Background: an optimization exercise with open tools, aiming at small area, a short achievable clock period and few clock cycles. Do not read the settings as production practice. Where RTL was checked, it was by simulation tests only, not by an equivalence proof against the original. For runs 1, 2, 5 and 6, only the layout was checked, not whether the RTL still works. No driver is modelled on the clock port, so clocking that relies on it looks cheaper here than on a real chip. No activity file was given, so power comes from the tool's default toggle rates.

File: flow/flow/run.sh
#!/bin/bash
# Standard layout, with a fast buffer on every port and timing repair aimed
# below the 15 ns constraint.
set -euo pipefail
export BUFFER_PORTS_ARGS="-buffer_cell sky130_fd_sc_hd__buf_4"
export SETUP_SLACK_MARGIN=11
bash standard.sh > standard.log 2>&1
File: flow/standard.sh
#!/bin/bash
# synth_recipe.tcl (not shown) runs the flow's synth.tcl, then flattens the netlist and writes it again
# the make line also repeats each setting of config.mk as NAME=value (left out here)
make -C /OpenROAD-flow-scripts/flow DESIGN_CONFIG=/design/flow/config.mk WORK_HOME=/design/flow/orfs CLKGATE_MAP_FILE= SYNTH_SCRIPT=/design/flow/synth_recipe.tcl "${@:-finish}"
File: flow/config.mk
export PLATFORM = sky130hd
export DESIGN_NAME = AxisCrcChecker
export DESIGN_NICKNAME = AxisCrcChecker
export VERILOG_FILES = /design/flow/design.v
export SDC_FILE = /design/flow/constraint.sdc
export NUM_CORES = 8
export LEC_CHECK = 0
export CAP_MARGIN = 40
export CORE_MARGIN = 2
export CORE_UTILIZATION = 60
export CTS_BUF_LIST = sky130_fd_sc_hd__clkbuf_16
export CTS_CLUSTER_DIAMETER = 100
export CTS_CLUSTER_SIZE = 30
export PLACE_DENSITY = 0.7
export SLEW_MARGIN = 40
export SYNTH_MEMORY_MAX_BITS = 16384
File: flow/constraint.sdc
create_clock -name core_clock -period 15.0 [get_ports {clock}]
set_input_delay 3.0000 -clock core_clock [delete_from_list [all_inputs] [get_ports {clock}]]
set_output_delay 3.0000 -clock core_clock [all_outputs]
set_load 0.01 [all_outputs]
File: flow/design.v
module calc_crc (
    input [7:0] CRC_I,
    input [7:0] DATA_I,
    output [7:0] CRC_O
);
    assign CRC_O[0] = CRC_I[0] ^ CRC_I[6] ^ CRC_I[7] ^ DATA_I[0] ^ DATA_I[6] ^ DATA_I[7];
    assign CRC_O[1] = CRC_I[0] ^ CRC_I[1] ^ CRC_I[6] ^ DATA_I[0] ^ DATA_I[1] ^ DATA_I[6];
    assign CRC_O[2] = CRC_I[0] ^ CRC_I[1] ^ CRC_I[2] ^ CRC_I[6] ^ DATA_I[0] ^ DATA_I[1] ^ DATA_I[2] ^ DATA_I[6];
    assign CRC_O[3] = CRC_I[1] ^ CRC_I[2] ^ CRC_I[3] ^ CRC_I[7] ^ DATA_I[1] ^ DATA_I[2] ^ DATA_I[3] ^ DATA_I[7];
    assign CRC_O[4] = CRC_I[2] ^ CRC_I[3] ^ CRC_I[4] ^ DATA_I[2] ^ DATA_I[3] ^ DATA_I[4];
    assign CRC_O[5] = CRC_I[3] ^ CRC_I[4] ^ CRC_I[5] ^ DATA_I[3] ^ DATA_I[4] ^ DATA_I[5];
    assign CRC_O[6] = CRC_I[4] ^ CRC_I[5] ^ CRC_I[6] ^ DATA_I[4] ^ DATA_I[5] ^ DATA_I[6];
    assign CRC_O[7] = CRC_I[5] ^ CRC_I[6] ^ CRC_I[7] ^ DATA_I[5] ^ DATA_I[6] ^ DATA_I[7];
endmodule
module AxisCrcChecker(
  input        clock,
  input        reset,
  output       io_AxisSlv_ready,
  input        io_AxisSlv_valid,
  input        io_AxisSlv_bits_Tlast,
  input  [7:0] io_AxisSlv_bits_Tdata,
  input        io_AxisMst_ready,
  output       io_AxisMst_valid,
  output       io_AxisMst_bits_Tlast,
  output [7:0] io_AxisMst_bits_Tdata
);
  localparam N  = 1024;           
  localparam LW = 5;              
  localparam LR = 5;              
  localparam KW = N >> LW;        
  localparam KR = N >> LR;        
  localparam [LR-1:0] RC = {LR{1'b1}};  
  localparam QD = 10;             
  localparam QL = 4;
  reg        in_rdy;
  wire       acc = io_AxisSlv_valid & in_rdy;
  reg  [7:0] crc;
  wire [7:0] crc_n;
  calc_crc u_calc_crc (.CRC_I(crc), .DATA_I(io_AxisSlv_bits_Tdata), .CRC_O(crc_n));
  wire       in_g = (crc_n == 8'h00);
  always @(posedge clock) begin
    if (reset) crc <= 8'hff;
    else if (acc) crc <= io_AxisSlv_bits_Tlast ? 8'hff : crc_n;
  end
  reg [9:0] bq0, bq1;             
  reg       b_wp, b_rp;
  reg [1:0] b_cnt;
  wire      b_ne = (b_cnt != 2'd0);
  wire [9:0] b_head = b_rp ? bq1 : bq0;
  wire [7:0] w_d = b_head[7:0];
  wire       w_l = b_head[8];
  wire       w_g = b_head[9];
  always @(posedge clock) begin
    if (acc & ~b_wp) bq0 <= {in_g, io_AxisSlv_bits_Tlast, io_AxisSlv_bits_Tdata};
    if (acc &  b_wp) bq1 <= {in_g, io_AxisSlv_bits_Tlast, io_AxisSlv_bits_Tdata};
  end
  reg  [9:0]  wp;
  reg  [10:0] w_id;
  reg  [10:0] r_id;
  reg  [9:0]  rp;
  reg         r_al;               
  reg  [9:0]  pk_len;             
  reg         cur_v;              
  reg  [9:0]  rem;                
  reg         lastb;              
  reg [10:0]   qq [0:QD-1];
  reg [QL-1:0] q_wp, q_rp;
  reg [QL:0]   q_cnt;
  wire [10:0]  q_head = qq[q_rp];
  wire         q_ne = (q_cnt != 0);
  wire         q_room = (q_cnt != QD);
  wire full   = (w_id[9:0] == r_id[9:0]) & (w_id[10] != r_id[10]);
  wire w_al   = (wp[LW-1:0] == 0);
  wire wr     = b_ne & w_al & ~full & (~w_l | q_room);
  wire empty  = (w_id == r_id);
  wire hold   = empty & w_al & ~wr;
  wire [9-LW:0] w_tap = wp[9:LW];
  reg        credit;
  reg  [1:0] f_used;              
  wire       rd    = cur_v & r_al & credit;
  wire       next  = ~cur_v | (rd & lastb);
  wire       load  = next & q_ne;
  wire       skip  = load & ~q_head[10];
  wire [9:0] rp_sk = rp - q_head[9:0] - rd;
  reg  [8*N-1:0] ring;
  wire [8*N-1:0] rot = {ring[8*N-9:0], ring[8*N-1:8*N-8]};
  integer k;
  always @(posedge clock) begin
    ring <= rot;
    for (k = 0; k < KW; k = k + 1)
      if (wr && w_tap == k) ring[8*(k<<LW) +: 8] <= w_d;
  end
  wire [8*KR-1:0] taps;
  genvar g;
  generate
    for (g = 0; g < KR; g = g + 1) begin : g_tap
      assign taps[8*g +: 8] = ring[8*((g<<LR)+RC) +: 8];
    end
  endgenerate
  wire [7:0] x_d = taps[8*rp[9:LR] +: 8];
  wire       x_l = lastb;
  wire       x_v = rd;
  reg pop_q;
  wire [1:0] f_next = f_used + rd - pop_q;
  always @(posedge clock) begin
    if (reset) begin
      wp <= 10'd0;
      w_id <= 11'd0;
      r_id <= 11'd0;
      rp <= 10'd1023;
      r_al <= 1'b1;
      pk_len <= 10'd0;
      cur_v <= 1'b0;
      rem <= 10'd0;
      lastb <= 1'b0;
      b_wp <= 1'b0; b_rp <= 1'b0; b_cnt <= 2'd0;
      q_wp <= 0; q_rp <= 0; q_cnt <= 0;
      in_rdy <= 1'b1;
      f_used <= 2'd0;
      credit <= 1'b0;
    end else begin
      if (acc) b_wp <= ~b_wp;
      if (wr)  b_rp <= ~b_rp;
      b_cnt <= b_cnt + acc - wr;
      in_rdy <= ({1'b0, b_cnt} + in_rdy - wr) <= 3'd1;
      if (wr) begin
        w_id <= w_id + 11'd1;
        pk_len <= w_l ? 10'd0 : pk_len + 10'd1;
      end else if (~hold) wp <= wp + 10'd1;
      if (wr & w_l) begin
        qq[q_wp] <= {w_g, pk_len};
        q_wp <= (q_wp == QD - 1) ? 0 : q_wp + 1'b1;
      end
      q_cnt <= q_cnt + (wr & w_l) - load;
      if (load) q_rp <= (q_rp == QD - 1) ? 0 : q_rp + 1'b1;
      if (next) cur_v <= load & q_head[10];
      if (load) begin
        rem <= q_head[9:0];
        lastb <= (q_head[9:0] == 10'd0);
      end else if (rd) begin
        rem <= rem - 10'd1;
        lastb <= (rem == 10'd1);
      end
      if (skip) r_id <= r_id + {1'b0, q_head[9:0]} + 11'd1 + rd;
      else if (rd) r_id <= r_id + 11'd1;
      if (skip) begin
        rp <= rp_sk;
        r_al <= (rp_sk[LR-1:0] == RC);
      end else if (~rd & ~hold) begin
        rp <= rp + 10'd1;
        r_al <= (rp[LR-1:0] == RC - 1'b1);
      end
      f_used <= f_next;
      credit <= (f_next != 2'd3);
    end
  end
  reg       o_v;
  reg [7:0] o_d;
  reg       o_l;
  reg [8:0] oq0, oq1;
  reg       oq_wp, oq_rp;
  reg [1:0] oq_cnt;
  wire      o_load = ~o_v | io_AxisMst_ready;
  wire      oq_ne  = (oq_cnt != 2'd0);
  wire [8:0] oq_head = oq_rp ? oq1 : oq0;
  wire      oq_pop  = o_load & oq_ne;
  wire      oq_push = x_v & ~(o_load & ~oq_ne);
  always @(posedge clock) begin
    if (oq_push & ~oq_wp) oq0 <= {x_l, x_d};
    if (oq_push &  oq_wp) oq1 <= {x_l, x_d};
    if (reset) begin
      o_v <= 1'b0;
      oq_wp <= 1'b0; oq_rp <= 1'b0; oq_cnt <= 2'd0;
      pop_q <= 1'b0;
    end else begin
      pop_q <= o_v & io_AxisMst_ready;
      if (o_load) begin
        o_v <= oq_ne | x_v;
        {o_l, o_d} <= oq_ne ? oq_head : {x_l, x_d};
      end
      if (oq_push) oq_wp <= ~oq_wp;
      if (oq_pop)  oq_rp <= ~oq_rp;
      oq_cnt <= oq_cnt + oq_push - oq_pop;
    end
  end
  assign io_AxisSlv_ready      = in_rdy;
  assign io_AxisMst_valid      = o_v;
  assign io_AxisMst_bits_Tdata = o_d;
  assign io_AxisMst_bits_Tlast = o_l;
endmodule
==> summary.txt, run 1 <==
Floorplanning
  • Row count: ~200
  • Initial Utilization: between 60% and 70%
  • Num ports: 24
  • Core area: between 300000 and 400000 µm²
  • Die Area: between 300000 and 400000 µm²
  • Die Y-Extent: 553 µm
  • Die X: roughly 550 µm

Final layout
  • Fillers: between 15000 and 20000
  • Post-layout util: around 65%
  • Area taken by multi-input logic gates: just under 10000 µm²
  • Design Area, Final: between 150000 and 200000 µm²
  • Most common cell after layout, fill and taps aside: dfxtp_1
  • Layout cells sized above 1: under 10%
  • Area growth from synthesis to final layout: 7.84%
  • Storage element area: approximately 170000 µm²
  • Nets: a little over 10000
  • Most frequent cells in the layout: dfxtp_1 (8286), clkbuf_16 (333), nand2_1 (320)

STA
  • Hold Fails Final Rpt: 0
  • FMAX: 222 MHz
  • Fin Setup TNS: 0 ns
  • Rel. slew slack: between 40 and 50%
  • Worst-margin pin slew: ~0.84 ns
  • Final Critical Period: 4.51 ns
  • Final Skew: between 0.06 and 0.07 ns
  • Part of the cycle the worst path needs: 30.0%
  • Setup Viol. Count Final: 0
  • RSZ-0062 raised after global routing: true
  • Slew Limit Fails: 0

CTS
  • CTS tree: done
  • Post-CTS Hold Fix Bufs: 0
  • CTS Buffer Depth: 4
  • Clock sinks: 8453
  • CTS H-tree lvls: 5
  • CTS root buffer: clkbuf_16
  • Reg clk slew, reported paths: ~0.12 ns
  • TritonCTS Buffers: around 320
  • Clock Latency Late Sink: between 0.9 and 1 ns

Setup path
  • Req. time, crit path: between 10 and 15 ns
  • Crit path launch type: register
  • CP max FO: 1
  • Critical path cell sequence: buf_6
  • Buffers & Inverters on Critical Path: 1
  • Critical Path Sink Type: output port
  • Crit path max-delay family: flip-flops
  • Critical path type: reg2out
  • Slowest stage delay, CP: roughly 0.42 ns
  • WP data arrival: roughly 1.5 ns
  • Critical-path top delay cell: edfxtp_1

Logic synthesis
  • Async SR Flop Fraction: 0%
  • Post-synth EDFFs: 157
  • Synth top area share: roughly 92%
  • Post-synth cell types: a little over 60
  • Syn Area/Cell: ~18 µm²
  • Area leader, netlist: dfxtp_1
  • Syn Nets: roughly 10000
  • Sequential area share after synthesis: 94.4%
  • Yosys Warn Count: 1
  • Post-Syn Area: between 150000 and 200000 µm²
  • Top post-synthesis cells by area: dfxtp_1 (92%), edfxtp_1 (2.6%), mux4_2 (1.2%)
  • Primary FF master, synth: dfxtp_1
  • Seq cells post-synth: approximately 8500
  • Syn Inst Count: about 10000

Run
  • Max-capacitance violation count: 0

Placement
  • Post-place instance area: ~190000 µm²
  • Placer Congestion: 0.803
  • Hpwl dp: between 100000 and 150000 µm
  • PortBufs: 23

Detailed routing
  • WL/cell: between 15 and 20 µm
  • Routed WL: between 200000 and 250000 µm
  • 1st-iter DRT viols: 4198
  • DRC viols: 0
  • Via count: 63600
  • TritonRoute pass-1 iters: 7
  • Post-DR vias/cell: about 4.5
  • Final ANT Viol Nets: 0

Global routing
  • GRT Overall Usage: between 15 and 20%
  • Number of global-route vias before repair: around 63000
  • Remaining global-route overflow: 0
  • Initial antenna violation count: 32
  • Largest net degree at the start of global routing: 62
  • First-pass GRT wire length: about 370000 µm

Pwr
  • Leak: ~76 nW
  • Pwr dens: about 180 nW/µm²
  • Worst VDD drop: ~0.12 mV

Worst hold path
  • HP Class: reg2reg

Run status
  • Run status: complete, no violations
power breakdown:
| group | switching, mW | internal [mW] | leakage (nW) | total [mW] |
|---|---|---|---|---|
| combinational | 0.907 | 0.562 | 3.81 | 1.47 |
| sequential | 0.255 | 22.9 | 68.3 | 23.2 |
| clock | 6.11 | 4.05 | 4.32 | 10.2 |
| total | 7.27 | 27.6 | 76.5 | 34.8 |
path summary, 6_finish.rpt:
path / startpoint / to / slack (ns) / cells past startpoint
hold / removal: ring[7776]$_DFF_P_ / ring[7784]$_DFF_P_ / 0.29 / 0
hold reg to reg: ring[7776]$_DFF_P_ / ring[7784]$_DFF_P_ / 0.29 / 0
setup / recovery: o_d[7]$_DFFE_PP_ / io_AxisMst_bits_Tdata[7] / 10.49 / 1
setup reg to reg: register / r_id[10]$_SDFFE_PP0P_ / 11.14 / 13
synthesized netlist by cell type (3+ instances only):
| cell | instances |
|---|---|
| a2111oi_0 | 3 |
| a211oi_1 | 17 |
| a21o_1 | 5 |
| a21oi_1 | 22 |
| a22oi_1 | 7 |
| a311oi_1 | 3 |
| and2_1 | 7 |
| and3_1 | 17 |
| buf_1 | 8 |
| buf_2 | 41 |
| clkbuf_1 | 71 |
| dfxtp_1 | 8296 |
| edfxtp_1 | 157 |
| fa_1 | 5 |
| ha_1 | 60 |
| inv_1 | 52 |
| mux2_2 | 13 |
| mux2i_1 | 23 |
| mux4_1 | 6 |
| mux4_2 | 96 |
| nand2_1 | 326 |
| nand2b_1 | 15 |
| nand3_1 | 52 |
| nand4_1 | 24 |
| nand4b_1 | 3 |
| nor2_1 | 116 |
| nor2b_1 | 23 |
| nor3_1 | 15 |
| nor3b_1 | 3 |
| nor4_1 | 8 |
| o211ai_1 | 13 |
| o21a_1 | 7 |
| o21ai_0 | 285 |
| o22ai_1 | 5 |
| or3_1 | 8 |
| xnor2_1 | 57 |
| xor2_1 | 59 |
per-layer routing:
metal / track usage [%] / wire, µm
met4: 4.85 / 6970
met3: 1.94 / 8510
met5: 0 / 13
met2: 23.1 / 101000
met1: 23.8 / 124000
registers in the layout, summed over array words and instances, names as in the netlist, 2 cells and up, named ones only:
name and count:
oq1 9, q_wp 4, ring 8192, bq1 10
f_used 2, b_cnt 2, crc 8, pk_len 10
oq_cnt 2, w_id 11, r_id 11, wp 10
q_cnt 5, qq 110, bq0 10, q_rp 4
o_d 8, rem 10, oq0 9, rp 10
metrics by stage:
stage | cells | total power, mW | setup slack, ns | hold slack, ns
2_1_floorplan | 9960 | 24.6 | 10.76 | 0.310
3_3_place_gp | 13900 | 25.1 | 10.36 | 0.309
3_5_place_dp | 13900 | 25.1 | 10.36 | 0.312
4_1_cts | 14200 | 35.1 | 10.40 | 0.292
5_1_grt | 14200 | 36.0 | 10.42 | 0.294
6_report | 14200 | 34.8 | 10.49 | 0.292
what timing repair did:
item | 4_1_cts | 5_1_grt
gates resized for setup | 17 | 24
pin swaps | 0 | 1
setup endpoints to repair | 18 | 52
gates cloned | 1 | 1
buffers inserted | 1 | 0
cell families (layout without fill, tap and decap cells):
logic type	Yosys count	count (layout)	share of synthesized area, %
AND/OR/NAND/NOR	625	625	1.52
adder cells (fa/ha/maj)	65	65	0.470
buffers and inverters	177	483	0.402
multiplexers	138	138	1.49
other	0	16	0
AO/OA/AOI/OAI	386	386	1.19
flip-flops	8453	8453	94.4
XOR/XNOR	116	116	0.561
final cells by class:
class,count,share of cell area (%)
flip-flops and latches,8453,87.5
multi-input cells,1330,5.05
clock buffers,332,4.26
well taps,3958,2.54
repair buffers,60,0.287
clock inverters,36,0.213
inverters,55,0.108
diodes,16,0.0205
==> run 2: changes to the inputs <==
--- a/flow/design.v
+++ b/flow/design.v
@@ -170,6 +170,8 @@
     if (oq_push &  oq_wp) oq1 <= {x_l, x_d};
     if (reset) begin
       o_v <= 1'b0;
+      o_d <= 8'd0;
+      o_l <= 1'b0;
       oq_wp <= 1'b0; oq_rp <= 1'b0; oq_cnt <= 2'd0;
       pop_q <= 1'b0;
     end else begin
==> run 2 against run 1 <==
Register-to-register slack worse by 0.08 ns. Die area is 0.51% higher. Via count is 1.7% lower. Setup slack better by 0.0013 ns. Critical path depth stayed put. Critical endpoint unchanged. Clock skew is 0.021 ns lower. Synthesized area is 0.52% higher. Highest routed layer is now met4. Still clean on timing, DRC and antenna.
==> summary.txt, run 2 <==
CTS
  • CTS tree: done
  • Reg clk slew, reported paths: 0.10 ns (-0.02 ns)
  • TritonCTS Buffers: 324 (+0.62%)
  • Clock sinks: 8453 (unchanged)
  • Clock Latency Late Sink: 0.93 ns (about the same)
  • CTS root buffer: clkbuf_16
  • CTS H-tree lvls: 5 (unchanged)
  • CTS Buffer Depth: 4 (unchanged)

Logic synthesis
  • Async SR Flop Fraction: 0% (unchanged)
  • Post-synth EDFFs: 148 (-5.7%)
  • Primary FF master, synth: dfxtp_1
  • Area leader, netlist: dfxtp_1
  • Most instantiated cells after synthesis: dfxtp_1 (8305), mux2_2 (278), edfxtp_1 (148), nor2_1 (105), mux4_2 (102)
  • Post-synth cell types: 70 (+15%)
  • Count leader, synth: dfxtp_1
  • Top post-synthesis cells by area: dfxtp_1 (91%), edfxtp_1 (2.4%), mux2_2 (1.7%)
  • Post-Syn Area: 182000 µm² (+0.52%)
  • Seq cells post-synth: 8453 (unchanged)
  • Synth top area share: 91.4% (-0.37 points)
  • Yosys Warn Count: 1 (unchanged)
  • Sequential area share after synthesis: 93.8% (-0.53 points)
  • Syn Inst Count: 9733 (-2.3%)
  • Syn Area/Cell: 18.7 µm² (+2.9%)
  • Syn Nets: 9811 (-2.3%)

Setup path
  • Crit path max-delay family: flip-flops
  • Worst r2r src: b_rp$_SDFFE_PP0N_
  • Buffers & Inverters on Critical Path: 1 (unchanged)
  • Critical Path End: io_AxisMst_bits_Tdata[7]
  • Critical-path top delay cell: dfxtp_4
  • R2r setup slk: 11.06 ns (-0.08 ns)
  • Critical path cell sequence: buf_6
  • Critical path type: reg2out
  • Crit path launch type: register
  • Slowest stage delay, CP: 0.44 ns (+0.02 ns)
  • Worst setup path startpoint: o_d[7]$_SDFFE_PP0P_
  • Register-to-Register Path Depth: 6 (-7)
  • Critical Path Sink Type: output port
  • Reg-to-Reg End: ring[5377]$_DFF_P_
  • WP depth: 1 (unchanged)
  • CP max FO: 2 (+1)
  • Req. time, crit path: 12.00 ns (about the same)
  • WP data arrival: 1.50 ns (about the same)

Detailed routing
  • Final ANT Viol Nets: 0 (unchanged)
  • 1st-iter DRT viols: 3767 (-10%)
  • Via count: 62500 (-1.7%)
  • DRC viols: 0 (unchanged)
  • WL/cell: 17.0 µm (+0.65%)
  • TritonRoute pass-1 iters: 5 (-2)
  • Routed WL: 240000 µm (-0.46%)
  • Post-DR vias/cell: 4.44 (-0.62%)

Final layout
  • Design Area, Final: 196000 µm² (+0.66%)
  • Most common cell after layout, fill and taps aside: dfxtp_1
  • Max reg flops: 8192 (unchanged)
  • Top reg by flops: ring
  • Area taken by multi-input logic gates: 11000 µm² (+11%)
  • Storage element area: 171000 µm² (about the same)
  • Final std cells w/o fill: 14100 (-1.1%)
  • Area growth from synthesis to final layout: 7.99%
  • Post-layout util: 65.0% (about the same)
  • Nets: 10100 (-1.8%)
  • Fillers: 20000 (+1.2%)
  • Layout cells sized above 1: 9.10% (+3.3 points)
  • Most frequent cells in the layout: dfxtp_1 (8289), clkbuf_16 (335), mux2_2 (276)
  • Largest registers: ring: 8192 flops, qq: 110 flops

STA
  • FMAX: 222 MHz (about the same)
  • Final Skew: 0.0421 ns (-0.0206 ns)
  • Fin Setup TNS: 0 ns (unchanged)
  • Worst-margin pin slew: 0.867 ns (+0.0300 ns)
  • Final Critical Period: 4.50 ns (-0.00130 ns)
  • Part of the cycle the worst path needs: 30.0% (about the same)
  • Hold Fails Final Rpt: 0 (unchanged)
  • Setup Viol. Count Final: 0 (unchanged)
  • Hold WS: 0.311 ns (+0.0187 ns)
  • Slew Limit Fails: 0 (unchanged)
  • RSZ-0062 raised after global routing: true
  • Rel. slew slack: 42.0% (-2.0 points)

Placement
  • Post-place instance area: 187000 µm² (+0.62%)
  • Placer Congestion: 0.776 (-3.4%)
  • PortBufs: 23 (unchanged)
  • Hpwl dp: 140000 µm (-1.2%)
  • Cell count after placement: 13700 (-1.2%)

Floorplanning
  • Initial Utilization: 60.2% (-0.14 points)
  • Row count: 202 (+0.50%)
  • Die X: 555 µm (+0.26%)
  • Die Y-Extent: 555 µm (+0.26%)
  • Core area: 302000 µm² (+0.75%)
  • Die Area: 308000 µm² (+0.51%)
  • Num ports: 24 (unchanged)

Global routing
  • M3 GR Usage: 2.33% (+0.39 points)
  • Largest net degree at the start of global routing: 43 (-31%)
  • Initial antenna violation count: 29 (-9.4%)
  • Met2 Use GR: 23.0% (-0.074 points)
  • GRT Overall Usage: 15.5% (-0.031 points)
  • Grt peak-use layer: met1
  • First-pass GRT wire length: 367000 µm (+0.35%)
  • Number of global-route vias before repair: 63200 (-0.49%)
  • Remaining global-route overflow: 0 (unchanged)
  • Global-route met1 utilization: 23.7% (-0.13 points)

Pwr
  • Pwr dens: 179 nW/µm² (about the same)
  • Leak: 77.5 nW (+1.4%)
  • Worst VDD drop: 0.106 mV (-14%)

Run
  • Max-capacitance violation count: 0 (unchanged)

Worst hold path
  • Hold depth: 0 (unchanged)
  • HP Class: reg2reg

Run status
  • Run status: complete, no violations
run 2: worst min path at each step:
stage	startpoint	to	slack (ns)
final	ring[6225]$_DFF_P_	ring[6233]$_DFF_P_	0.31
after global routing	ring[2151]$_DFF_P_	ring[2159]$_DFF_P_	0.31
after detailed placement	ring[1640]$_DFF_P_	ring[1648]$_DFF_P_	0.31
after global placement	ring[2275]$_DFF_P_	ring[2283]$_DFF_P_	0.31
after floorplan	ring[992]$_DFF_P_	ring[1000]$_DFF_P_	0.31
after CTS	ring[6933]$_DFF_P_	ring[6941]$_DFF_P_	0.31
run 2: cell families (layout without fill, tap and decap cells):
group	after synthesis	in the layout	share of synthesized area, %
AND/OR/NAND/NOR	397	397	1.18
XOR/XNOR	106	106	0.510
other	0	16	0
flip-flops	8453	8453	93.8
AO/OA/AOI/OAI	151	151	0.553
buffers and inverters	156	512	0.336
adder cells (fa/ha/maj)	65	65	0.468
multiplexers	405	405	3.12
run 2: power by group:
part | internal (mW) | switching, mW
Combinational | 0.640 | 1.04
Sequential | 22.9 | 0.231
Clock | 4.08 | 6.14
Total | 27.7 | 7.41
run 2: cell type report:
class	instances	area share, %
well taps	3978	2.53
flip-flops and latches	8453	86.9
clock buffers	334	4.25
inverters	64	0.132
clock inverters	43	0.227
multi-input cells	1124	5.58
diodes	16	0.0204
repair buffers	71	0.330
run 2: what timing repair did:
| action | in CTS | in global routing |
|---|---|---|
| hold buffers | 0 | 0 |
| pin swaps | 1 | 1 |
| cloned | 0 | 1 |
| setup endpoints to repair | 24 | 48 |
| gates resized for setup | 42 | 12 |
| setup buffers | 4 | 2 |
run 2: through the flow:
step | power (mW) | setup WS (ns)
after detailed placement | 25.3 | 10.30
after global placement | 25.3 | 10.14
after floorplan | 24.7 | 10.72
after CTS | 35.4 | 10.38
after global routing | 36.3 | 10.44
final | 35.1 | 10.50
run 2: layer usage:
metal | up-vias | part of all wire (%)
met5 | - | 0
met3 | 357 | 4.0
met4 | 0 | 2.4
met2 | 846 | 42
met1 | 30100 | 52
li1 | 31200 | -
==> run 3: changes to the inputs <==
--- a/flow/design.v
+++ b/flow/design.v
@@ -32,8 +32,9 @@
   localparam [LR-1:0] RC = {LR{1'b1}};  
   localparam QD = 10;             
   localparam QL = 4;
-  reg        in_rdy;
-  wire       acc = io_AxisSlv_valid & in_rdy;
+  reg        in_rdy;              
+  reg        rdy_i;               
+  wire       acc = io_AxisSlv_valid & rdy_i;
   reg  [7:0] crc;
   wire [7:0] crc_n;
   calc_crc u_calc_crc (.CRC_I(crc), .DATA_I(io_AxisSlv_bits_Tdata), .CRC_O(crc_n));
@@ -116,6 +117,7 @@
       b_wp <= 1'b0; b_rp <= 1'b0; b_cnt <= 2'd0;
       q_wp <= 0; q_rp <= 0; q_cnt <= 0;
       in_rdy <= 1'b1;
+      rdy_i <= 1'b1;
       f_used <= 2'd0;
       credit <= 1'b0;
     end else begin
@@ -123,6 +125,7 @@
       if (wr)  b_rp <= ~b_rp;
       b_cnt <= b_cnt + acc - wr;
       in_rdy <= ({1'b0, b_cnt} + in_rdy - wr) <= 3'd1;
+      rdy_i <= ({1'b0, b_cnt} + rdy_i - wr) <= 3'd1;
       if (wr) begin
         w_id <= w_id + 11'd1;
         pk_len <= w_l ? 10'd0 : pk_len + 10'd1;
@@ -154,35 +157,32 @@
       credit <= (f_next != 2'd3);
     end
   end
+  reg [8:0] oq0, oq1, oq2;
+  reg [1:0] oq_wp, oq_rp, oq_cnt;
   reg       o_v;
   reg [7:0] o_d;
   reg       o_l;
-  reg [8:0] oq0, oq1;
-  reg       oq_wp, oq_rp;
-  reg [1:0] oq_cnt;
-  wire      o_load = ~o_v | io_AxisMst_ready;
-  wire      oq_ne  = (oq_cnt != 2'd0);
-  wire [8:0] oq_head = oq_rp ? oq1 : oq0;
-  wire      oq_pop  = o_load & oq_ne;
-  wire      oq_push = x_v & ~(o_load & ~oq_ne);
+  wire      o_pop  = io_AxisMst_ready & (oq_cnt != 2'd0);
+  wire [1:0] oq_rp1 = (oq_rp == 2'd2) ? 2'd0 : oq_rp + 2'd1;
+  wire [1:0] oq_rpn = o_pop ? oq_rp1 : oq_rp;
+  wire [1:0] oq_cntn = oq_cnt + x_v - o_pop;
+  wire      byp    = (oq_cnt == {1'b0, o_pop});
+  wire [8:0] oq_nh  = byp ? {x_l, x_d} : (oq_rpn == 2'd0) ? oq0 : (oq_rpn == 2'd1) ? oq1 : oq2;
   always @(posedge clock) begin
-    if (oq_push & ~oq_wp) oq0 <= {x_l, x_d};
-    if (oq_push &  oq_wp) oq1 <= {x_l, x_d};
+    if (x_v && oq_wp == 2'd0) oq0 <= {x_l, x_d};
+    if (x_v && oq_wp == 2'd1) oq1 <= {x_l, x_d};
+    if (x_v && oq_wp == 2'd2) oq2 <= {x_l, x_d};
+    {o_l, o_d} <= oq_nh;
     if (reset) begin
       o_v <= 1'b0;
-      o_d <= 8'd0;
-      o_l <= 1'b0;
-      oq_wp <= 1'b0; oq_rp <= 1'b0; oq_cnt <= 2'd0;
+      oq_wp <= 2'd0; oq_rp <= 2'd0; oq_cnt <= 2'd0;
       pop_q <= 1'b0;
     end else begin
-      pop_q <= o_v & io_AxisMst_ready;
-      if (o_load) begin
-        o_v <= oq_ne | x_v;
-        {o_l, o_d} <= oq_ne ? oq_head : {x_l, x_d};
-      end
-      if (oq_push) oq_wp <= ~oq_wp;
-      if (oq_pop)  oq_rp <= ~oq_rp;
-      oq_cnt <= oq_cnt + oq_push - oq_pop;
+      pop_q <= o_pop;
+      o_v <= (oq_cntn != 2'd0);
+      if (x_v) oq_wp <= (oq_wp == 2'd2) ? 2'd0 : oq_wp + 2'd1;
+      oq_rp <= oq_rpn;
+      oq_cnt <= oq_cntn;
     end
   end
   assign io_AxisSlv_ready      = in_rdy;
==> run 3 against run 2 <==
Clock-buffer cell count is 6 lower. Die area grew 0.27%. Synthesized area is 0.27% higher. Power grew 0.27%. Largest cell class unchanged. Combinational power increased by 2%. Final cell count increased by 0.39%.
==> summary.txt, run 3 <==
Setup path
  • Critical-path top delay cell: dfxtp_4
  • Crit path launch type: register
  • CP max FO: 1 (-1)
  • Req. time, crit path: 12.00 ns (about the same)
  • Critical Path Sink Type: output port
  • Critical path type: reg2out
  • WP depth: 1 (unchanged)
  • Critical path cell sequence: buf_6
  • Crit path max-delay family: flip-flops
  • Register-to-Register Path Depth: 13 (+7)
  • WP data arrival: 1.46 ns (-0.04 ns)
  • Slowest stage delay, CP: 0.43 ns (about the same)
  • R2r setup slk: 11.25 ns (+0.19 ns)
  • Buffers & Inverters on Critical Path: 1 (unchanged)

Final layout
  • Area growth from synthesis to final layout: 7.89% (about the same)
  • Most common cell after layout, fill and taps aside: dfxtp_1
  • Largest registers: ring: 8192 flops, qq: 110 flops
  • Design Area, Final: 197000 µm² (+0.18%)
  • Layout cells sized above 1: 8.89% (-0.20 points)
  • Nets: 10200 (+0.70%)
  • Most frequent cells in the layout: dfxtp_1 (8290), clkbuf_16 (330), mux2_2 (247)
  • Top reg by flops: ring
  • Max reg flops: 8192 (unchanged)

CTS
  • CTS Buffer Depth: 4 (unchanged)
  • TritonCTS Buffers: 323 (-0.31%)
  • Clock Latency Late Sink: 0.94 ns (about the same)
  • CTS root buffer: clkbuf_16
  • CTS H-tree lvls: 5 (unchanged)
  • Reg clk slew, reported paths: 0.10 ns (about the same)
  • CTS tree: done
  • Clock sinks: 8465 (+0.14%)
  • Post-CTS Hold Fix Bufs: 0 (unchanged)

STA
  • Final Critical Period: 4.46 ns (-0.0427 ns)
  • Hold Fails Final Rpt: 0 (unchanged)
  • Final Skew: 0.0649 ns (+0.0228 ns)
  • Part of the cycle the worst path needs: 29.7% (-0.28 points)
  • RSZ-0062 raised after global routing: true
  • Fin Setup TNS: 0 ns (unchanged)
  • Setup Viol. Count Final: 0 (unchanged)
  • FMAX: 224 MHz (+0.96%)
  • Rel. slew slack: 42.2% (+0.21 points)
  • Slew Limit Fails: 0 (unchanged)
  • Worst-margin pin slew: 0.864 ns (-0.00262 ns)

Pwr
  • Worst VDD drop: 0.132 mV (+24%)
  • Leak: 77.7 nW (+0.22%)
  • Psw: 7.50 mW (+1.3%)
  • Sequential share of power: 66.1% (about the same)
  • Clk pwr share: 29.0% (about the same)
  • Internal: 27.7 mW (unchanged)
  • Combinational Power Share: 4.9% (about the same)
  • Pwr dens: 179 nW/µm² (about the same)
  • Switching fraction of total power: 21.3% (+0.21 points)

Global routing
  • Remaining global-route overflow: 0 (unchanged)
  • GRT Overall Usage: 15.7% (+0.21 points)
  • First-pass GRT wire length: 371000 µm (+1.1%)
  • Largest net degree at the start of global routing: 44 (+2.3%)
  • Number of global-route vias before repair: 63900 (+1.1%)
  • Initial antenna violation count: 33 (+14%)

Logic synthesis
  • Post-Syn Area: 182000 µm² (+0.27%)
  • Primary FF master, synth: dfxtp_1
  • Synth top area share: 91.2% (-0.22 points)
  • Sequential area share after synthesis: 93.8% (about the same)
  • Most instantiated cells after synthesis: dfxtp_1 (8308), mux2_2 (252), nand2_1 (162), edfxtp_1 (157), mux4_2 (102)
  • Area leader, netlist: dfxtp_1
  • Syn Nets: 9895 (+0.86%)
  • Post-synth cell types: 73 (+4.3%)
  • Async SR Flop Fraction: 0% (unchanged)
  • Post-synth EDFFs: 157 (+6.1%)
  • Seq cells post-synth: 8465 (+0.14%)
  • Yosys Warn Count: 1 (unchanged)
  • Syn Area/Cell: 18.6 µm² (-0.56%)
  • Count leader, synth: dfxtp_1
  • Syn Inst Count: 9815 (+0.84%)
  • Top post-synthesis cells by area: dfxtp_1 (91%), edfxtp_1 (2.6%), mux2_2 (1.6%)

Worst hold path
  • Hold depth: 0 (unchanged)
  • HP Class: reg2reg

Detailed routing
  • Post-DR vias/cell: 4.47 (+0.69%)
  • TritonRoute pass-1 iters: 6 (+1)
  • Routed WL: 244000 µm (+1.9%)
  • WL/cell: 17.3 µm (+1.5%)
  • Final ANT Viol Nets: 0 (unchanged)
  • 1st-iter DRT viols: 3787 (+0.53%)
  • Via count: 63200 (+1.1%)
  • DRC viols: 0 (unchanged)

Placement
  • Post-place instance area: 188000 µm² (+0.21%)
  • Hpwl dp: 140000 µm (+0.10%)
  • Placer Congestion: 0.791 (+1.9%)
  • PortBufs: 23 (unchanged)

Run
  • Max-capacitance violation count: 0 (unchanged)

Floorplanning
  • Die X: 555 µm (+0.14%)
  • Core area: 303000 µm² (+0.17%)
  • Num ports: 24 (unchanged)
  • Die Y-Extent: 555 µm (+0.14%)
  • Die Area: 308000 µm² (+0.27%)
  • Row count: 202 (unchanged)
  • Initial Utilization: 60.2% (+0.064 points)

Run status
  • Run status: complete, no violations
run 3: cell families after synthesis:
group,after synthesis,share of synthesized area (%)
AO/OA/AOI/OAI,186,0.704
XOR/XNOR,104,0.499
adder cells (fa/ha/maj),67,0.484
buffers and inverters,167,0.351
flip-flops,8465,93.8
multiplexers,381,3.01
AND/OR/NAND/NOR,445,1.19
run 3: worst register-to-register path, stage by stage (launching register included):
cell,delay [ns]
dfxtp_4,0.50
mux2_4,0.38
a41o_1,0.35
a41oi_4,0.56
nand2_4,0.26
inv_2,0.31
ha_1,0.30
inv_1,0.12
ha_1,0.17
inv_1,0.05
fa_1,0.38
xnor2_1,0.14
nand2_1,0.08
nand2_1,0.05
run 3: repair_timing:
| action | CTS | global route |
|---|---|---|
| endpoints found under the setup margin | 113 | 47 |
| resized for setup | 42 | 15 |
| pin swaps | 2 | 1 |
| gates cloned | 1 | 2 |
| setup buffers | 4 | 2 |
run 3: layout make-up:
class	count	area, µm²
diodes	8	20.0
clock buffers	328	8210
clock inverters	42	536
fillers	19900	106000
inverters	67	256
multi-input cells	1184	11100
flip-flops and latches	8465	171000
well taps	3978	4980
repair buffers	66	604
run 3: metal layers:
metal | routed length, µm | share of wire, % | track usage (%)
met3 | 10100 | 4.1 | 2.67
met1 | 124000 | 51 | 23.7
met5 | 0 | 0 | 0
met4 | 6160 | 2.5 | 4.48
met2 | 103000 | 42 | 23.4
run 3: worst paths after layout:
path | start | end
worst min-delay path | ring[4069]$_DFF_P_ | ring[4077]$_DFF_P_
worst max-delay path | o_d[4]$_DFF_P_ | io_AxisMst_bits_Tdata[4]
worst min register to register | ring[4069]$_DFF_P_ | ring[4077]$_DFF_P_
worst max register to register | b_rp$_SDFFE_PP0N_ | rdy_i$_SDFF_PP1_
run 3: power groups by stage:
stage	logic [mW]	clock network (mW)	registers, mW
after detailed placement	1.68	0	23.8
final	1.72	10.2	23.3
after floorplan	1.17	0	23.6
after CTS	1.71	10.5	23.3
after global routing	1.88	11.2	23.3
after global placement	1.65	0	23.7
run 3: metrics by stage:
step	total power, mW	hold slack, ns	setup WS, ns	util, %	std cells
after floorplan	24.8	0.310	10.47	-	9815
after global placement	25.4	0.309	9.70	62.0	13700
after detailed placement	25.4	0.312	9.63	62.0	13700
after CTS	35.4	0.295	10.42	65.0	14100
after global routing	36.4	0.302	10.47	65.0	14100
final	35.2	0.290	10.54	65.0	14100
Testbench counts of run 3, summed over its fixed seeds: cycles 46,150.
==> run 4: changes to the inputs <==
==> flow/flow/run.sh (replaced) <==
#!/bin/bash
set -euo pipefail
export BUFFER_PORTS_ARGS="-buffer_cell sky130_fd_sc_hd__buf_4"
export SETUP_SLACK_MARGIN=11
bash standard.sh cts > standard_cts.log 2>&1
RES=orfs/results/$FLOW_PLATFORM/AxisCrcChecker/base
openroad -no_init -exit -threads "${NUM_CORES:-8}" flow/unroot.tcl > unroot.log 2>&1
bash standard.sh > standard_finish.log 2>&1
==> flow/flow/unroot.tcl (new file) <==
set res orfs/results/$::env(FLOW_PLATFORM)/AxisCrcChecker/base
read_db $res/4_cts.odb
set block [ord::get_db_block]
set port [$block findBTerm clock]
set cnet [$port getNet]
set its [$cnet getITerms]
puts "clock port net [$cnet getName] feeds [llength $its] pins"
if {[llength $its] == 1} {
  set root [[lindex $its 0] getInst]
  set master [[$root getMaster] getName]
  set onet ""
  foreach it [$root getITerms] {
    if {[$it isOutputSignal]} { set onet [$it getNet] }
  }
  set loads [$onet getITerms]
  set nload 0
  foreach it $loads { if {[$it isInputSignal]} { incr nload } }
  puts "root [$root getName] ($master) drives [$onet getName] with $nload loads"
  if {[string match "*clkbuf*" $master] && $nload <= 4 && [llength [$onet getBTerms]] == 0} {
    foreach it $loads {
      if {[$it isInputSignal]} {
        $it disconnect
        $it connect $cnet
      }
    }
    foreach it [$root getITerms] { $it disconnect }
    odb::dbInst_destroy $root
    odb::dbNet_destroy $onet
    puts "removed root buffer; clock port now feeds [llength [$cnet getITerms]] pins"
  }
}
write_db $res/4_cts.odb
==> run 4 against run 3 <==
Critical path depth did not move. Setup slack better by 0.23 ns. Via count up 0.11%. Sequential share of layout area hardly changed. Die area unchanged. Global-route usage barely moved. Flip-flop and latch count unchanged. Design area barely moved. Core utilization hardly changed. Wire length is essentially flat. Worst hold slack better by 0.0040 ns. Critical endpoint is now io_AxisMst_bits_Tdata[6].
==> summary.txt, run 4 <==
Run status
  • Run status: complete, no violations

Logic synthesis
  • Sequential area share after synthesis: 93.8% (unchanged)
  • Post-synth EDFFs: 157 (unchanged)
  • Primary FF master, synth: dfxtp_1
  • Synth top area share: 91.2% (unchanged)
  • Top post-synthesis cells by area: dfxtp_1 (91%), edfxtp_1 (2.6%), mux2_2 (1.6%)
  • Yosys Warn Count: 1 (unchanged)
  • Syn Nets: 9895 (unchanged)
  • Count leader, synth: dfxtp_1
  • Post-Syn Area: 182000 µm² (unchanged)
  • Async SR Flop Fraction: 0% (unchanged)
  • Seq cells post-synth: 8465 (unchanged)
  • Syn Inst Count: 9815 (unchanged)
  • Area leader, netlist: dfxtp_1
  • Post-synth cell types: 73 (unchanged)
  • Most instantiated cells after synthesis: dfxtp_1 (8308), mux2_2 (252), nand2_1 (162), edfxtp_1 (157), mux4_2 (102)
  • Syn Area/Cell: 18.6 µm² (unchanged)

Worst hold path
  • HP Class: reg2reg
  • Hold Startpoint: ring[4069]$_DFF_P_

Detailed routing
  • Via count: 63200 (+0.11%)
  • 1st-iter DRT viols: 3813 (+0.69%)
  • WL/cell: 17.2 µm (-0.21%)
  • Routed WL: 244000 µm (about the same)
  • Final ANT Viol Nets: 0 (unchanged)
  • Post-DR vias/cell: 4.47 (about the same)
  • DRC viols: 0 (unchanged)
  • TritonRoute pass-1 iters: 6 (unchanged)

Floorplanning
  • Die Y-Extent: 555 µm (unchanged)
  • Die Area: 308000 µm² (unchanged)
  • Num ports: 24 (unchanged)
  • Core area: 303000 µm² (unchanged)
  • Die X: 555 µm (unchanged)
  • Row count: 202 (unchanged)
  • Initial Utilization: 60.2% (unchanged)

Setup path
  • Critical-path top delay cell: dfxtp_4
  • Critical path type: reg2out
  • WP data arrival: 1.23 ns (-0.23 ns)
  • Slowest stage delay, CP: 0.44 ns (about the same)
  • Buffers & Inverters on Critical Path: 1 (unchanged)
  • R2r setup slk: 11.26 ns (about the same)
  • Critical Path Sink Type: output port
  • Worst r2r src: b_rp$_SDFFE_PP0N_
  • CP max FO: 1 (unchanged)
  • Critical path cell sequence: buf_6
  • Crit path max-delay family: flip-flops
  • Req. time, crit path: 12.00 ns (about the same)
  • Crit path launch type: register
  • Worst setup path startpoint: o_d[6]$_DFF_P_

Placement
  • PortBufs: 23 (unchanged)
  • Setup slack at placement: 9.63 ns (unchanged)
  • Post-place instance area: 188000 µm² (unchanged)
  • Cell count after placement: 13700 (unchanged)
  • Hpwl dp: 140000 µm (unchanged)
  • Placer Congestion: 0.791 (unchanged)

CTS
  • TritonCTS Buffers: 323 (unchanged)
  • CTS tree: done
  • Clock sinks: 8465 (unchanged)
  • CTS Buffer Depth: 4 (unchanged)
  • Clock Latency Late Sink: 0.69 ns (-0.25 ns)
  • CTS H-tree lvls: 5 (unchanged)
  • CTS root buffer: clkbuf_16
  • Reg clk slew, reported paths: 0.10 ns (about the same)

Final layout
  • Final std cells w/o fill: 14200 (+0.12%)
  • Area growth from synthesis to final layout: 7.95% (about the same)
  • Most common cell after layout, fill and taps aside: dfxtp_1
  • Nets: 10200 (+0.098%)
  • Largest registers: ring: 8192 flops, qq: 110 flops
  • Most frequent cells in the layout: dfxtp_1 (8290), clkbuf_16 (329), mux2_2 (247)
  • Max reg flops: 8192 (unchanged)
  • Top reg by flops: ring
  • Layout cells sized above 1: 8.98% (+0.090 points)
  • Design Area, Final: 197000 µm² (about the same)
  • Post-layout util: 65.0% (about the same)

Pwr
  • Pwr dens: 178 nW/µm² (-0.11%)
  • Worst VDD drop: 0.132 mV (about the same)
  • Leak: 77.8 nW (about the same)
  • Tot Pwr: 35.1 mW (about the same)

STA
  • Slew Limit Fails: 0 (unchanged)
  • Part of the cycle the worst path needs: 28.2% (-1.5 points)
  • Hold Fails Final Rpt: 0 (unchanged)
  • Final Skew: 0.0572 ns (-0.00769 ns)
  • Worst-margin pin slew: 0.847 ns (-0.0172 ns)
  • FMAX: 236 MHz (+5.4%)
  • Setup Viol. Count Final: 0 (unchanged)
  • Hold WS: 0.294 ns (+0.00396 ns)
  • Fin Setup TNS: 0 ns (unchanged)
  • Final Critical Period: 4.23 ns (-0.227 ns)
  • Rel. slew slack: 43.3% (+1.2 points)
  • Final worst slack: 10.77 ns (+0.227 ns)
  • RSZ-0062 raised after global routing: true

Global routing
  • First-pass GRT wire length: 371000 µm (about the same)
  • Number of global-route vias before repair: 63900 (-0.016%)
  • GRT Overall Usage: 15.6% (-0.050 points)
  • Remaining global-route overflow: 0 (unchanged)
  • Largest net degree at the start of global routing: 44 (unchanged)
  • Initial antenna violation count: 33 (unchanged)

Run
  • Max-capacitance violation count: 0 (unchanged)
[run 4: worst paths after layout]
path / endpoint / depth (start not counted)
max: io_AxisMst_bits_Tdata[6] / 1
min: ring[4077]$_DFF_P_ / 0
max reg2reg: rdy_i$_SDFF_PP1_ / 13
min reg2reg: ring[4077]$_DFF_P_ / 0
[run 4: cell families after synthesis]
logic type | count (synthesis) | share of synthesized area [%]
compound gates | 186 | 0.704
xor+xnor | 104 | 0.499
fa+ha+maj | 67 | 0.484
buf+inv | 167 | 0.351
flops | 8465 | 93.8
mux | 381 | 3.01
simple gates | 445 | 1.19
[run 4: area by class of cell]
cell class	instances	area [µm²]
Antenna cell	15	37.5
Sequential cell	8465	171000
Tap cell	3978	4980
Fill cell	19900	106000
Clock inverter	42	536
Timing Repair Buffer	76	696
Multi-Input combinational cell	1184	11100
Inverter	67	274
Timing Repair inverter	1	8.76
Clock buffer	327	8180
[run 4: where the power goes]
part | switching [mW] | internal, mW | total [mW]
combinational | 1.08 | 0.662 | 1.74
sequential | 0.271 | 23.0 | 23.3
clock | 6.13 | 4.02 | 10.1
total | 7.48 | 27.7 | 35.1
[run 4: timing repair]
action,in CTS,in global routing
gates cloned,1,3
hold buffers,0,0
resized for setup,42,23
endpoints found under the setup margin,113,77
setup buffers,4,12
pin swaps,2,8
[run 4: metal layers]
metal | vias to the layer above | share of wire [%] | global-route usage (%)
li1 | 31500 | - | -
met1 | 30500 | 51 | 23.7
met2 | 843 | 42 | 23.4
met3 | 360 | 4.2 | 2.55
met4 | 0 | 2.5 | 4.30
met5 | - | 0 | 0
==> run 5: changes to the inputs <==
--- a/flow/design.v
+++ b/flow/design.v
@@ -25,7 +25,7 @@
   output [7:0] io_AxisMst_bits_Tdata
 );
   localparam N  = 1024;           
-  localparam LW = 5;              
+  localparam LW = 6;              
   localparam LR = 5;              
   localparam KW = N >> LW;        
   localparam KR = N >> LR;        
@@ -162,27 +162,31 @@
   reg       o_v;
   reg [7:0] o_d;
   reg       o_l;
-  wire      o_pop  = io_AxisMst_ready & (oq_cnt != 2'd0);
+  wire       oq_ne  = (oq_cnt != 2'd0);
   wire [1:0] oq_rp1 = (oq_rp == 2'd2) ? 2'd0 : oq_rp + 2'd1;
-  wire [1:0] oq_rpn = o_pop ? oq_rp1 : oq_rp;
-  wire [1:0] oq_cntn = oq_cnt + x_v - o_pop;
-  wire      byp    = (oq_cnt == {1'b0, o_pop});
-  wire [8:0] oq_nh  = byp ? {x_l, x_d} : (oq_rpn == 2'd0) ? oq0 : (oq_rpn == 2'd1) ? oq1 : oq2;
+  wire [8:0] x_e    = {x_l, x_d};
+  wire [8:0] e_rp   = (oq_rp  == 2'd0) ? oq0 : (oq_rp  == 2'd1) ? oq1 : oq2;
+  wire [8:0] e_rp1  = (oq_rp1 == 2'd0) ? oq0 : (oq_rp1 == 2'd1) ? oq1 : oq2;
+  wire [1:0] cnt_h  = oq_cnt + x_v;
+  wire [8:0] nh_h   = oq_ne ? e_rp : x_e;
+  wire [1:0] cnt_p  = oq_cnt + x_v - oq_ne;
+  wire [1:0] rp_p   = oq_ne ? oq_rp1 : oq_rp;
+  wire [8:0] nh_p   = oq_cnt[1] ? e_rp1 : x_e;
   always @(posedge clock) begin
-    if (x_v && oq_wp == 2'd0) oq0 <= {x_l, x_d};
-    if (x_v && oq_wp == 2'd1) oq1 <= {x_l, x_d};
-    if (x_v && oq_wp == 2'd2) oq2 <= {x_l, x_d};
-    {o_l, o_d} <= oq_nh;
+    if (x_v && oq_wp == 2'd0) oq0 <= x_e;
+    if (x_v && oq_wp == 2'd1) oq1 <= x_e;
+    if (x_v && oq_wp == 2'd2) oq2 <= x_e;
+    {o_l, o_d} <= io_AxisMst_ready ? nh_p : nh_h;
     if (reset) begin
       o_v <= 1'b0;
       oq_wp <= 2'd0; oq_rp <= 2'd0; oq_cnt <= 2'd0;
       pop_q <= 1'b0;
     end else begin
-      pop_q <= o_pop;
-      o_v <= (oq_cntn != 2'd0);
+      pop_q <= io_AxisMst_ready & oq_ne;
+      o_v <= io_AxisMst_ready ? (cnt_p != 2'd0) : (cnt_h != 2'd0);
       if (x_v) oq_wp <= (oq_wp == 2'd2) ? 2'd0 : oq_wp + 2'd1;
-      oq_rp <= oq_rpn;
-      oq_cnt <= oq_cntn;
+      oq_rp <= io_AxisMst_ready ? rp_p : oq_rp;
+      oq_cnt <= io_AxisMst_ready ? cnt_p : cnt_h;
     end
   end
   assign io_AxisSlv_ready      = in_rdy;
==> flow/flow/run.sh (replaced) <==
#!/bin/bash
set -euo pipefail
export BUFFER_PORTS_ARGS="-buffer_cell sky130_fd_sc_hd__buf_4"
export SETUP_SLACK_MARGIN=11
bash standard.sh place > standard_place.log 2>&1
openroad -no_init -exit flow/placeio.tcl > placeio.log 2>&1
bash standard.sh cts > standard_cts.log 2>&1
openroad -no_init -exit flow/unroot.tcl > unroot.log 2>&1
bash standard.sh > standard_finish.log 2>&1
==> flow/flow/placeio.tcl (new file) <==
# Move each flip-flop whose output feeds only an output port's buffer next to
# that buffer, then legalize the placement.
set res orfs/results/$::env(FLOW_PLATFORM)/AxisCrcChecker/base
read_db $res/3_place.odb
set block [ord::get_db_block]
proc driver_of {net} {
  foreach it [$net getITerms] { if {[$it isOutputSignal]} { return $it } }
  return ""
}
set moved 0
foreach bt [$block getBTerms] {
  if {[$bt getIoType] ne "OUTPUT"} { continue }
  set net [$bt getNet]
  set bit [driver_of $net]
  if {$bit eq ""} { continue }
  set buf [$bit getInst]
  set inet ""
  foreach it [$buf getITerms] { if {[$it isInputSignal]} { set inet [$it getNet] } }
  if {$inet eq ""} { continue }
  set fit [driver_of $inet]
  if {$fit eq ""} { continue }
  set ff [$fit getInst]
  set m [[$ff getMaster] getName]
  if {![string match "*__df*" $m] && ![string match "*__edf*" $m]} { continue }
  if {[llength [$inet getITerms]] != 2} { continue }
  set loc [$buf getLocation]
  $ff setLocation [lindex $loc 0] [lindex $loc 1]
  $ff setPlacementStatus PLACED
  puts "moved [$ff getName] ($m) next to [$buf getName] for [$bt getName]"
  incr moved
}
puts "moved $moved flip-flops"
detailed_placement
check_placement -verbose
write_db $res/3_place.odb
==> run 5 against run 4 <==
Final cell count is 1.6% lower. Maximum frequency is 2.8% higher. Sequential share of layout area increased by 0.64 points. Global-route usage shrank 0.88 points. Die area decreased by 0.86%. Critical path depth is the same. Register-to-register slack worse by 0.15 ns. Clock skew up 0.020 ns. Still clean. First-iteration DRC count decreased by 4.4%.
==> summary.txt, run 5 <==
Placement
  • Placer Congestion: 0.753 (-4.8%)
  • PortBufs: 23 (unchanged)
  • Hpwl dp: 130000 µm (-7.2%)
  • Cell count after placement: 13500 (-1.6%)

Detailed routing
  • Post-DR vias/cell: 4.39 (-1.6%)
  • TritonRoute pass-1 iters: 5 (-1)
  • Routed WL: 228000 µm (-6.3%)
  • DRC viols: 0 (unchanged)
  • Final ANT Viol Nets: 0 (unchanged)
  • WL/cell: 16.4 µm (-4.8%)
  • 1st-iter DRT viols: 3647 (-4.4%)
  • Via count: 61200 (-3.2%)

Logic synthesis
  • Syn Nets: 9685 (-2.1%)
  • Area leader, netlist: dfxtp_1
  • Synth top area share: 92.0% (+0.80 points)
  • Count leader, synth: dfxtp_1
  • Async SR Flop Fraction: 0% (unchanged)
  • Yosys Warn Count: 1 (unchanged)
  • Post-synth cell types: 69 (-5.5%)
  • Primary FF master, synth: dfxtp_1
  • Most instantiated cells after synthesis: dfxtp_1 (8308), mux2_2 (164), edfxtp_1 (157), nor2_1 (112), mux4_2 (102)
  • Top post-synthesis cells by area: dfxtp_1 (92%), edfxtp_1 (2.6%), mux4_2 (1.3%)
  • Post-synth EDFFs: 157 (unchanged)
  • Sequential area share after synthesis: 94.6% (+0.82 points)
  • Seq cells post-synth: 8465 (unchanged)
  • Post-Syn Area: 181000 µm² (-0.87%)
  • Syn Area/Cell: 18.8 µm² (+1.3%)
  • Syn Inst Count: 9605 (-2.1%)

CTS
  • TritonCTS Buffers: 324 (+0.31%)
  • CTS H-tree lvls: 5 (unchanged)
  • Reg clk slew, reported paths: 0.11 ns (about the same)
  • Clock Latency Late Sink: 0.70 ns (about the same)
  • CTS root buffer: clkbuf_16
  • CTS Buffer Depth: 4 (unchanged)
  • CTS tree: done
  • Clock sinks: 8465 (unchanged)

Final layout
  • Nets: 9995 (-2.0%)
  • Storage element area: 171000 µm² (about the same)
  • Fillers: 19700 (-1.3%)
  • Most common cell after layout, fill and taps aside: dfxtp_1
  • Largest registers: ring: 8192 flops, qq: 110 flops
  • Layout cells sized above 1: 7.86% (-1.1 points)
  • Final std cells w/o fill: 13900 (-1.6%)
  • Area growth from synthesis to final layout: 8.09%
  • Most frequent cells in the layout: dfxtp_1 (8288), clkbuf_16 (335), mux2_2 (157), edfxtp_1 (157), nor2_1 (109)
  • Area taken by multi-input logic gates: 9600 µm² (-14%)
  • Top reg by flops: ring
  • Max reg flops: 8192 (unchanged)

Floorplanning
  • Initial Utilization: 60.3% (+0.076 points)
  • Die X: 553 µm (-0.43%)
  • Core area: 300000 µm² (-0.99%)
  • Num ports: 24 (unchanged)
  • Die Y-Extent: 553 µm (-0.43%)
  • Die Area: 306000 µm² (-0.86%)
  • Row count: 201 (-0.50%)

Setup path
  • Crit path launch type: register
  • Req. time, crit path: 12.00 ns (about the same)
  • Buffers & Inverters on Critical Path: 1 (unchanged)
  • CP max FO: 1 (unchanged)
  • Critical path type: reg2out
  • Critical Path Sink Type: output port
  • R2r setup slk: 11.11 ns (-0.15 ns)
  • Slowest stage delay, CP: 0.34 ns (-0.10 ns)
  • Critical-path top delay cell: dfxtp_2
  • Critical path cell sequence: buf_6
  • WP data arrival: 1.12 ns (-0.11 ns)
  • Crit path max-delay family: flip-flops

STA
  • Hold Fails Final Rpt: 0 (unchanged)
  • Slew Limit Fails: 0 (unchanged)
  • Setup Viol. Count Final: 0 (unchanged)
  • Final Critical Period: 4.12 ns (-0.115 ns)
  • Worst-margin pin slew: 0.828 ns (-0.0186 ns)
  • FMAX: 243 MHz (+2.8%)
  • Final Skew: 0.0768 ns (+0.0196 ns)
  • RSZ-0062 raised after global routing: true
  • Part of the cycle the worst path needs: 27.5% (-0.77 points)
  • Hold WS: 0.285 ns (-0.00912 ns)
  • Rel. slew slack: 44.8% (+1.4 points)
  • Fin Setup TNS: 0 ns (unchanged)

Global routing
  • Remaining global-route overflow: 0 (unchanged)
  • Number of global-route vias before repair: 61200 (-4.1%)
  • GRT Overall Usage: 14.8% (-0.88 points)
  • Largest net degree at the start of global routing: 44 (unchanged)
  • Initial antenna violation count: 29 (-12%)
  • First-pass GRT wire length: 351000 µm (-5.4%)

Worst hold path
  • HP Class: reg2reg

Run
  • Max-capacitance violation count: 0 (unchanged)

Pwr
  • Pwr dens: 179 nW/µm² (+0.13%)
  • Worst VDD drop: 0.104 mV (-21%)
  • Leak: 77.0 nW (-0.94%)

Run status
  • Run status: complete, no violations
-- run 5: cell types whose count changed after synthesis, sizes merged, moves of 17 or more --
cell | before | now
clkbuf | 78 | 42
mux2 | 269 | 167
nor2 | 99 | 118
buf | 22 | 39
mux2i | 10 | 28
nand2 | 163 | 92
-- run 5: cell families after synthesis --
group	count (synthesis)	synth area share (%)
compound gates	151	0.545
xor+xnor	110	0.533
fa+ha+maj	67	0.488
buf+inv	141	0.332
flops	8465	94.6
mux	297	2.47
simple gates	374	1.05
-- run 5: final timing paths --
kind	startpoint	to	depth (start not counted)
max	o_d[2]$_DFF_P_	io_AxisMst_bits_Tdata[2]	1
min	ring[2630]$_DFF_P_	ring[2638]$_DFF_P_	0
max reg2reg	register	r_id[10]$_SDFFE_PP0P_	14
min reg2reg	ring[2630]$_DFF_P_	ring[2638]$_DFF_P_	0
-- run 5: final cells by class --
type | instances | share of cell area, %
tap | 3958 | 2.53
inverter | 60 | 0.128
multi-input combinational | 999 | 4.91
timing repair buffer | 66 | 0.338
antenna | 15 | 0.0192
clock buffer | 335 | 4.29
sequential | 8465 | 87.5
clock inverter | 36 | 0.259
-- run 5: through the flow --
| stage | worst slack, ns | total power, mW | instance area, µm² | util (%) |
|---|---|---|---|---|
| after floorplan | 10.78 | 24.6 | 181000 | - |
| after global placement | 9.81 | 25.2 | 186000 | 62.0 |
| after detailed placement | 9.73 | 25.2 | 186000 | 62.1 |
| after CTS | 10.53 | 35.2 | 195000 | 65.1 |
| after global routing | 10.82 | 36.1 | 195000 | 65.2 |
| final | 10.88 | 34.9 | 195000 | 65.2 |
-- run 5: repair_timing --
action / 4_1_cts / 5_1_grt
hold buffers: 0 / 0
resized for setup: 46 / 24
buffers inserted: 16 / 4
pin swaps: 13 / 6
setup endpoints to repair: 177 / 131
-- run 5: power breakdown --
group / switching, mW / internal (mW) / leakage [nW]
logic: 0.944 / 0.611 / 4.19
clock network: 6.06 / 4.10 / 4.40
registers: 0.233 / 23.0 / 68.4
total: 7.24 / 27.7 / 77.0
-- run 5: per-layer routing --
metal	GRT usage, %	share of wire (%)
met3	2.15	3.7
met4	4.49	2.8
met5	0	0
met2	21.6	41
met1	22.9	52
==> run 6: changes to the inputs <==
--- a/flow/design.v
+++ b/flow/design.v
@@ -32,8 +32,9 @@
   localparam [LR-1:0] RC = {LR{1'b1}};  
   localparam QD = 10;             
   localparam QL = 4;
-  reg        in_rdy;              
-  reg        rdy_i;               
+  reg        in_rdy;
+  reg  [1:0] b_cnt;
+  wire       rdy_i = ~b_cnt[1];
   wire       acc = io_AxisSlv_valid & rdy_i;
   reg  [7:0] crc;
   wire [7:0] crc_n;
@@ -45,7 +46,6 @@
   end
   reg [9:0] bq0, bq1;             
   reg       b_wp, b_rp;
-  reg [1:0] b_cnt;
   wire      b_ne = (b_cnt != 2'd0);
   wire [9:0] b_head = b_rp ? bq1 : bq0;
   wire [7:0] w_d = b_head[7:0];
@@ -102,6 +102,10 @@
   wire       x_l = lastb;
   wire       x_v = rd;
   reg pop_q;
+  wire [1:0] b_cnt_n = b_cnt + acc - wr;
+  always @(posedge clock) begin
+    if (wr & w_l) qq[q_wp] <= {w_g, pk_len};
+  end
   wire [1:0] f_next = f_used + rd - pop_q;
   always @(posedge clock) begin
     if (reset) begin
@@ -117,23 +121,18 @@
       b_wp <= 1'b0; b_rp <= 1'b0; b_cnt <= 2'd0;
       q_wp <= 0; q_rp <= 0; q_cnt <= 0;
       in_rdy <= 1'b1;
-      rdy_i <= 1'b1;
       f_used <= 2'd0;
       credit <= 1'b0;
     end else begin
       if (acc) b_wp <= ~b_wp;
       if (wr)  b_rp <= ~b_rp;
-      b_cnt <= b_cnt + acc - wr;
-      in_rdy <= ({1'b0, b_cnt} + in_rdy - wr) <= 3'd1;
-      rdy_i <= ({1'b0, b_cnt} + rdy_i - wr) <= 3'd1;
+      b_cnt <= b_cnt_n;
+      in_rdy <= ~b_cnt_n[1];
       if (wr) begin
         w_id <= w_id + 11'd1;
         pk_len <= w_l ? 10'd0 : pk_len + 10'd1;
       end else if (~hold) wp <= wp + 10'd1;
-      if (wr & w_l) begin
-        qq[q_wp] <= {w_g, pk_len};
-        q_wp <= (q_wp == QD - 1) ? 0 : q_wp + 1'b1;
-      end
+      if (wr & w_l) q_wp <= (q_wp == QD - 1) ? 0 : q_wp + 1'b1;
       q_cnt <= q_cnt + (wr & w_l) - load;
       if (load) q_rp <= (q_rp == QD - 1) ? 0 : q_rp + 1'b1;
       if (next) cur_v <= load & q_head[10];
==> run 6 against run 5 <==
Sequential share of layout area rose by 0.20 points. Die area barely moved. Clock skew fell by 0.033 ns. First-iteration DRC count fell by 7.6%. Synthesized cell count fell by 0.10%. Core utilization fell by 0.21 points. Non-clock buffer count fell by 7. Global-route usage rose by 0.21 points. Maximum frequency barely moved. Synthesized area barely moved. Critical endpoint unchanged.
==> summary.txt, run 6 <==
Detailed routing
  • Routed WL: 231000 µm (+1.2%)
  • Via count: 61300 (+0.098%)
  • WL/cell: 16.6 µm (+1.5%)
  • TritonRoute pass-1 iters: 5 (unchanged)
  • DRC viols: 0 (unchanged)
  • Metal2 WL: 100000 µm (+6.5%)
  • Post-DR vias/cell: 4.41 (+0.32%)
  • Metal3 WL: 7930 µm (-6.4%)

Global routing
  • Largest net degree at the start of global routing: 84 (+91%)
  • Number of global-route vias before repair: 61600 (+0.62%)
  • Remaining global-route overflow: 0 (unchanged)
  • GRT Overall Usage: 15.0% (+0.21 points)

STA
  • Worst-margin pin slew: 0.852 ns (+0.0242 ns)
  • RSZ-0062 raised after global routing: true
  • Part of the cycle the worst path needs: 27.5% (about the same)
  • Rel. slew slack: 43.2% (-1.6 points)

Logic synthesis
  • Primary FF master, synth: dfxtp_1
  • Most instantiated cells after synthesis: dfxtp_1 (8307), mux2_2 (161), edfxtp_1 (157), nor2_1 (107), mux4_2 (102)
  • Syn Nets: 9670 (-0.15%)
  • Async SR Flop Fraction: 0% (unchanged)
  • Syn Inst Count: 9595 (-0.10%)
  • Sequential area share after synthesis: 94.5% (-0.10 points)
  • Top post-synthesis cells by area: dfxtp_1 (92%), edfxtp_1 (2.6%), mux4_2 (1.3%)

CTS
  • Setup bufs post-CTS: 0 (-16)
  • CTS root buffer: clkbuf_16
  • Reg clk slew, reported paths: 0.11 ns (about the same)

Pwr
  • Leak: 76.6 nW (-0.54%)
  • Switching fraction of total power: 20.8% (+0.079 points)
  • Internal: 27.6 mW (-0.38%)
  • Combinational Power Share: 4.6% (about the same)
  • Psw: 7.25 mW (about the same)

Final layout
  • Nets: 9967 (-0.28%)
  • Final std cells w/o fill: 13900 (-0.22%)
  • Most common cell after layout, fill and taps aside: dfxtp_1
  • Most frequent cells in the layout: dfxtp_1 (8285), clkbuf_16 (322), mux2_2 (158)
  • Design Area, Final: 195000 µm² (-0.24%)
  • Storage element area: 171000 µm² (about the same)
  • Area growth from synthesis to final layout: 7.73%
  • Post-layout util: 65.0% (-0.21 points)

Placement
  • PortBufs: 23 (unchanged)
  • Hpwl dp: 133000 µm (+2.2%)

Floorplanning
  • Num ports: 24 (unchanged)
  • Row count: 201 (unchanged)
  • Die Y-Extent: 553 µm (about the same)

Setup path
  • Buffers & Inverters on Critical Path: 1 (unchanged)
  • Critical Path Sink Type: output port
  • Req. time, crit path: 12.00 ns (about the same)
  • Slowest stage delay, CP: 0.34 ns (about the same)

Run status
  • Run status: complete, no violations
run 6: cell types whose count changed after synthesis, sizes merged, moves of 5 or more:
cell	delta
and2	+7
xnor2	-8
inv	-5
and3	+6
mux2	+12
nor4b	+5
nor3	+5
nand2	-33
nor2	-11
nor4	+5
run 6: cell families after synthesis:
group           count (synthesis)  synth area share, %
flops                        8464                 94.5
simple gates                  356                 1.08
mux                           306                 2.55
compound gates                168                0.630
buf+inv                       138                0.319
xor+xnor                      101                0.489
fa+ha+maj                      62                0.445
run 6: worst register-to-register path: cells and delay by family, from the launching register on:
kind / cells / cell delay [ns]
buf+inv: 2 / 0.39
compound gates: 7 / 1.59
simple gates: 1 / 0.10
flops: 1 / 0.41
mux: 1 / 0.52
fa+ha+maj: 2 / 0.80
run 6: metal layers:
| layer | global-route usage (%) | vias to the layer above |
|---|---|---|
| met5 | 0 | - |
| met2 | 23.1 | 676 |
| met1 | 22.4 | 29500 |
| li1 | - | 30800 |
| met4 | 3.62 | 2 |
| met3 | 2.37 | 354 |
run 6: worst paths after layout:
kind / start / end / slack [ns] / cells after the start
worst min-delay path: ring[2251]$_DFF_P_ / ring[2259]$_DFF_P_ / 0.30 / 0
worst max register to register: register / r_id[10]$_SDFFE_PP0P_ / 11.07 / 13
worst max-delay path: o_d[2]$_DFF_P_ / io_AxisMst_bits_Tdata[2] / 10.88 / 1
worst min register to register: ring[2251]$_DFF_P_ / ring[2259]$_DFF_P_ / 0.30 / 0
run 6: power by group through the flow:
| stage | Clock (mW) | Combinational (mW) | Sequential [mW] |
|---|---|---|---|
| final | 9.97 | 1.59 | 23.3 |
| after global placement | 0 | 1.55 | 23.8 |
| after global routing | 11.0 | 1.75 | 23.3 |
| after CTS | 10.3 | 1.59 | 23.3 |
| after detailed placement | 0 | 1.56 | 23.8 |
| after floorplan | 0 | 1.13 | 23.6 |
run 6: layout make-up:
| cell class | instances | share of cell area [%] |
|---|---|---|
| Inverter | 54 | 0.108 |
| Clock buffer | 321 | 4.12 |
| Tap cell | 3958 | 2.54 |
| Antenna cell | 10 | 0.0128 |
| Timing Repair Buffer | 59 | 0.270 |
| Sequential cell | 8464 | 87.7 |
| Multi-Input combinational cell | 993 | 4.97 |
| Clock inverter | 44 | 0.258 |
run 6: what timing repair did:
item	in CTS	in global routing
gates cloned	0	1
endpoints found under the setup margin	22	31
hold buffers	0	0
gates resized for setup	28	18
run 6: through the flow:
stage                     power (mW)  worst slack, ns  hold WS [ns]
after global placement          25.3             9.99         0.310
after detailed placement        25.4            10.04         0.312
after CTS                       35.2            10.53         0.300
after global routing            36.1            10.82         0.309
final                           34.8            10.88         0.302
after floorplan                 24.8            10.82         0.310

Check on run 6: ideal ports give 10.878 ns setup slack; a clkbuf_16 on the clock port and buf_2 on the inputs give 10.683 ns; moving port delays by the midpoint clock arrival (0.857 ns) as well gives 10.303 ns.
